Context: an optimization exercise on an open-source flow, tuned for small area, a short achievable clock period and few clock cycles per item. The choices shown serve that exercise and are no tape-out recipe. RTL that was checked went through simulation tests only; none was proved equivalent to the original.

== job 2009 ==
Design booth_multiplier, start of the top module:
module booth_multiplier(clk, reset_n, multiplier, multiplicand, op_start, op_clear, op_done, result);
For scale: roughly 2,500 cells after synthesis, roughly 230 flip-flops, about 260 I/O pins.
export LEC_CHECK = 0
export CAP_MARGIN = 20
export CORE_MARGIN = 2
export CORE_UTILIZATION = 40
export SETUP_SLACK_MARGIN = 3.35
export SLEW_MARGIN = 20
export SYNTH_HIERARCHICAL = 1
export TNS_END_PERCENT = 5
create_clock -name core_clock -period 6.0 [get_ports {clk}]
standard.sh (not shown) runs the stock make flow with config.mk's settings and CLKGATE_MAP_FILE= SYNTH_SCRIPT=/design/flow/synth_recipe.tcl, a recipe that flattens the netlist after the stock synthesis.
==> flow/flow/run.sh <==
#!/bin/bash
# Standard ORFS layout, with the port buffers made of the smallest buffer cell.
set -euo pipefail
cd "$(dirname "$0")/.."
bash standard.sh 'BUFFER_PORTS_ARGS=-buffer_cell sky130_fd_sc_hd__buf_1' finish > standard_flow.log 2>&1
Testbench counts of job 2009, summed over its fixed seeds: cycles 5,632, items 512.
The inputs of job 1278 differ from those of job 2009 as listed below.
Settings: a change of SETUP_SLACK_MARGIN from 3.35 to 3.2; an added ABC_AREA of 1.
[summary]
Job 1278 vs job 2009: inverter count up
Worst setup slack of job 2009 is on par with job 1278.
Area after synthesis: job 1278 higher than job 2009
Diff job 2009 -> job 1278: area share of and/or/nand/nor cells after synthesis climbed 10 points; die area climbed 8.1%; post-route minimum period barely changed; wire length climbed about 16%.
Job 1278 has clock tree cell share of total cell area below what job 2009 had.
Of job 1278 and job 2009, the higher worst hold-check slack belongs to job 2009.
[inputs] job 6590 vs job 1278
Settings: PLACE_DENSITY: unset -> 0.8; ABC_AREA: 1 -> unset.
Results
In job 6590, the setup slack came out 0.080 ns below the value in job 1278. Taking job 6590 over job 1278, the multi-input logic cell count ratio works out to 0.78. Note that the count of different cell masters after synthesis recorded for job 6590 amounts to 1.8 times the value seen in job 1278. In the tables for job 1278 and job 6590, non-clock buffering overhead in the final layout reads lower with job 1278.

========
booth_multiplier, a different RTL version from the one above (not shown whole).
Size in the first run: about 260 I/O pins.
==> flow/design.v (excerpt) <==
module booth_multiplier(clk, reset_n, multiplier, multiplicand, op_start, op_clear, op_done, result);
	input clk, reset_n;
	input [63:0] multiplier;
	input [63:0] multiplicand;
	input op_start, op_clear;
	output op_done;
	output [127:0] result;
	localparam IDLE = 2'd0, BUSY = 2'd1, DONE = 2'd2;
	reg [1:0] state;
	reg [3:0] cnt;
	reg op_done;
	reg [63:0] lo;              
	reg [64:0] acc_s, acc_c;    
	reg [7:0]  pend_s, pend_c;  
	reg        cin;             
	reg        first;           
	reg [3:0]  sel1, sel2, neg;  
	wire [8:0] win_ld = {multiplier[7:0], 1'b0};
	wire [8:0] win_nx = lo[15:7];
	wire [8:0] win = (state == IDLE) ? win_ld : win_nx;
	wire [3:0] e1, e2, en;
	genvar t;
	generate
		for (t = 0; t < 4; t = t + 1) begin : g_enc
			wire b0 = win[2*t];
			wire b1 = win[2*t+1];
			wire b2 = win[2*t+2];
			assign e1[t] = b1 ^ b0;
			assign e2[t] = (b2 & ~b1 & ~b0) | (~b2 & b1 & b0);
			assign en[t] = b2 & ~(b1 & b0);
		end
	endgenerate
	wire [63:0] nvec;
	generate
		for (t = 0; t < 32; t = t + 1) begin : g_neg
			wire xm1 = (t == 0) ? 1'b0 : multiplier[2*t-1];
			assign nvec[2*t] = multiplier[2*t+1] & ~(multiplier[2*t] & xm1);
			assign nvec[2*t+1] = 1'b0;
		end
	endgenerate
	wire [64:0] pat [0:3];
	generate
		for (t = 0; t < 4; t = t + 1) begin : g_row
			wire [64:0] mag = ({65{sel1[t]}} & {multiplicand[63], multiplicand}) | ({65{sel2[t]}} & {multiplicand, 1'b0});
			assign pat[t] = mag ^ {65{neg[t]}};
		end
	endgenerate
	wire [64:0] as_in = first ? {1'b1, 64'b0} : acc_s;
	wire [72:0] l3_s, l3_c;
	csa_tree u_tree(.as(as_in), .ac(acc_c), .p0(pat[0]), .p1(pat[1]), .p2(pat[2]), .p3(pat[3]), .s(l3_s), .c(l3_c));
	wire [72:0] sum = {acc_s[64:0], pend_s} + {acc_c[64:0], pend_c[7:1], cin};
	wire c8 = sum[8] ^ acc_s[0] ^ acc_c[0];
	wire idle = (state == IDLE);
	wire step = (state == BUSY) & ~cnt[3];
	wire fin = (state == BUSY) & cnt[3];
	always @(posedge clk or negedge reset_n) begin
		if (!reset_n) begin
			state <= IDLE;
			cnt <= 4'd0;
			op_done <= 1'b0;
		end else if (op_clear) begin
			state <= IDLE;
			op_done <= 1'b0;
		end else begin
			case (state)
				IDLE: if (op_start) begin state <= BUSY; cnt <= 4'd0; end
				BUSY: begin
					cnt <= cnt + 4'd1;
					if (cnt[3]) begin state <= DONE; op_done <= 1'b1; end
				end
				default: ;
			endcase
		end
	end
	always @(posedge clk) begin
  ...
==> flow/config.mk <==
export PLATFORM = sky130hd
export DESIGN_NAME = booth_multiplier
export DESIGN_NICKNAME = booth_multiplier
export VERILOG_FILES = /design/flow/design.v
export SDC_FILE = /design/flow/constraint.sdc
export NUM_CORES = 4
export LEC_CHECK = 0
export CAP_MARGIN = 20
export CORE_MARGIN = 2
export CORE_UTILIZATION = 40
export SETUP_SLACK_MARGIN = 3.2
export SLEW_MARGIN = 20
export SYNTH_HIERARCHICAL = 1
export TNS_END_PERCENT = 5
==> flow/constraint.sdc <==
create_clock -name core_clock -period 6.0 [get_ports {clk}]
set_input_delay 1.2000 -clock core_clock [delete_from_list [all_inputs] [get_ports {clk}]]
set_output_delay 1.2000 -clock core_clock [all_outputs]
set_load 0.01 [all_outputs]
Scripts as last shown in full above: flow/flow/run.sh
==> next run, changes <==
Settings changed: CTS_CLUSTER_DIAMETER set to 70, CTS_CLUSTER_SIZE set to 24.
What happened:
- final area went down by 1.6%
- global-route usage stays flat
- worst setup slack gets worse by 0.0094 ns
- register-to-register slack gets worse by 0.03 ns
- worst hold slack improves by 0.0051 ns
- wire length is about the same
- non-clock buffer count came out higher by 2
- clock skew rose by 0.0073 ns
- via count is about the same
- maximum frequency hardly moves
No functional check of the RTL was part of any run of this note.

-- re-timing with driven ports --
No port has a modelled driver above. Below, the same layouts with a new extraction and two added sets of constraints.
Step 1, drivers: a clkbuf_16 drives clk and a buf_2 each remaining input, both assumed.
Step 2 moves the port delays by t, midway between the first and last clock arrival at a register: inputs arrive t later, outputs are due t later. That takes back most of the time a late clock gives input paths.
a / b / c = ideal / step 1 / step 2; a / b = the first two.
run	t, ns	setup slack, ns	latest minus earliest clock arrival (ns)
job 2009	0.635	2.820 / 2.820 / 2.222	0.014 / 0.014
job 1278	0.647	2.821 / 2.841 / 2.194	0.031 / 0.031
job 6590	0.630	2.741 / 2.741 / 2.148	0.018 / 0.018
the first run of note 2	0.627	2.727 / 2.746 / 2.119	0.013 / 0.012
the second run of note 2	0.614	2.717 / 2.717 / 2.145	0.020 / 0.020
After both steps every run listed still meets setup and hold. The setup slack of job 1278, which loses most, moves by +0.020 ns with the drivers and by -0.627 ns with both steps.
